Context: an optimization exercise on an open-source flow, tuned for small area. The choices shown serve that exercise and are no tape-out recipe.
Only simulation tests tie the RTL to the original design; equivalence was not proved.
Power is estimated from default activity; no workload was simulated.

## Core
module Core(clk, reset, config_en, config_in, config_out, in0, in1, in2, in3, in4, in5, in6, in7, out0, out1, out2, out3, out4, out5, out6, out7);
clock: 10.0 ns
lec_check: 0
cap_margin: 20
core_margin: 2
core_utilization: 40
place_density: 0.7
slew_margin: 20
synth_hierarchical: 1
standard.sh (not shown) runs the stock make flow with config.mk's settings and CLKGATE_MAP_FILE= SYNTH_SCRIPT=/design/flow/synth_recipe.tcl, a recipe that flattens the netlist after the stock synthesis.
==> flow/flow/run.sh <==
#!/bin/bash
# Own layout flow: the standard ORFS flow, except that
#  * synthesis maps the combinational logic with an area-oriented ABC script
#    (flow/abc_area.script) instead of ORFS's delay-oriented one; every other
#    synthesis pass (register mapping, flattening, renaming) is the standard flow's own;
#  * the ORFS variables listed in flow/extra_args (one NAME=value per line) are
#    passed to make on top of the standard flow's settings; a line DONT_USE_ADD=cells adds
#    cells to the platform's DONT_USE_CELLS list.
# The rest (floorplan, placement, CTS, routing, final) is the standard flow,
# run through a copy of the standard.sh. Each tool writes its full log under
# orfs/logs/ as usual; make's own output goes to flow.log.
set -euo pipefail
HERE=$(pwd)
FLOWDIR=$HERE/flow
mkdir -p $HERE/custom
# ORFS synth.tcl with the final technology-mapping abc call using our script
sed 's#^\(\s*\)log_cmd abc {\*}\$abc_args$#\1log_cmd abc {*}[lreplace $abc_args 1 1 '"$FLOWDIR"'/abc_area.script]#' \
    $FLOW_HOME/scripts/synth.tcl > $HERE/custom/synth.tcl
grep -q "abc_area.script\]" $HERE/custom/synth.tcl
# The standard flow's synthesis wrapper, sourcing the patched synth.tcl
sed 's#source \$::env(SCRIPTS_DIR)/synth.tcl#source '"$HERE"'/custom/synth.tcl#' synth_recipe.tcl > $HERE/custom/synth_recipe.tcl
grep -q "custom/synth.tcl" $HERE/custom/synth_recipe.tcl
# standard.sh with our synthesis script
sed 's#SYNTH_SCRIPT=[^ ]*synth_recipe.tcl#SYNTH_SCRIPT='"$HERE"'/custom/synth_recipe.tcl#' standard.sh > $HERE/custom/standard.sh
grep -q "custom/synth_recipe.tcl" $HERE/custom/standard.sh
EXTRA=()
if [[ -f $FLOWDIR/extra_args ]]; then
  while IFS= read -r line; do
    [[ -z "$line" || "$line" == \#* ]] && continue
    if [[ "$line" == DONT_USE_ADD=* ]]; then
      base=$(make --no-print-directory -C $FLOW_HOME DESIGN_CONFIG=$FLOW_CONFIG WORK_HOME=$HERE/orfs print-DONT_USE_CELLS 2>/dev/null | sed -n 's/^DONT_USE_CELLS: //p')
      [[ -n "$base" ]]
      EXTRA+=("DONT_USE_CELLS=$base ${line#DONT_USE_ADD=}")
    else
      EXTRA+=("$line")
    fi
  done < $FLOWDIR/extra_args
fi
printf '%s\n' "${EXTRA[@]}" > $HERE/custom/extra_args.used
bash $HERE/custom/standard.sh "${EXTRA[@]}" finish > $HERE/flow.log 2>&1
==> flow/flow/extra_args <==
CTS_ARGS=-sink_clustering_enable -repair_clock_nets -dont_use_dummy_load -sink_clustering_size 20 -sink_clustering_max_diameter 60
DONT_USE_ADD=sky130_fd_sc_hd__o21ai_0 sky130_fd_sc_hd__and2_0 sky130_fd_sc_hd__or2_0 sky130_fd_sc_hd__a21boi_0 sky130_fd_sc_hd__o311ai_0 sky130_fd_sc_hd__a2111oi_0 sky130_fd_sc_hd__a21bo_1 sky130_fd_sc_hd__a31o_1 sky130_fd_sc_hd__and4bb_1 sky130_fd_sc_hd__inv_1 sky130_fd_sc_hd__mux2_1 sky130_fd_sc_hd__mux4_1 sky130_fd_sc_hd__o211a_1 sky130_fd_sc_hd__o21ba_1 sky130_fd_sc_hd__o221a_1 sky130_fd_sc_hd__or2_1 sky130_fd_sc_hd__or3b_1 sky130_fd_sc_hd__or4b_1
BUFFER_PORTS_ARGS=-buffer_cell sky130_fd_sc_hd__buf_1
Other scripts of this flow, unchanged in this note and not shown: flow/flow/abc_area.script
Rerun with:
--- a/flow/flow/extra_args
+++ b/flow/flow/extra_args
@@ -1 +1 @@
-CTS_ARGS=-sink_clustering_enable -repair_clock_nets -dont_use_dummy_load -sink_clustering_size 20 -sink_clustering_max_diameter 60
+CTS_ARGS=-sink_clustering_enable -repair_clock_nets -dont_use_dummy_load -sink_clustering_size 22 -sink_clustering_max_diameter 80
CAP_MARGIN = 25   (was 20)
PLACE_DENSITY = not set   (was 0.7)
SLEW_MARGIN = 25   (was 20)
=> Power decreases by 0.66%. Cell area hardly moves. Critical path depth climbs by 1. Via count decreases by 1.3%. Die area stays the same. Core utilization hardly moves.
Rerun with:
PLACE_DENSITY = 0.7   (was not set)
- first-iteration DRC count rose by roughly a tenth
- clock power goes down by a few percent
- routed wire length fell slightly
- fmax barely changes
- global-route usage falls by 0.42 points
- via count rose slightly
- worst hold slack improved by 84 ps
- worst setup slack got worse by 6.9 ps
- sequential power fell slightly
- cell area went down slightly

## afterwards: timing with drivers on the ports
No port has a modelled driver above. Below, the same layouts with a new extraction and two added sets of constraints. Step 1 assumes that a clkbuf_16 drives the clock port and a buf_2 every other input. Step 2 adds t to the input delays and takes it off the output delays; t is the mean of the earliest and latest rising clock arrival at the registers after step 1. Input paths then give back, and output paths get back, about the clock's delay inside the block. a / b / c = ideal ports / drivers / drivers and shift; a / b = the first two.
| run | t, ns | setup WS [ns] | clock arrival spread, ns | slew at the worst register clock pin (ns) | pins driven straight from the clock port |
|---|---|---|---|---|---|
| the first run | 0.961 | 0.405 / 0.405 / 0.405 | 0.116 / 0.116 | 0.09 / 0.09 | 1 |
| the second run | 1.009 | 0.433 / 0.433 / 0.433 | 0.175 / 0.175 | 0.10 / 0.10 | 1 |
| the third run | 0.980 | 0.426 / 0.426 / 0.426 | 0.125 / 0.125 | 0.10 / 0.10 | 1 |
After both steps every run listed still meets setup and hold.
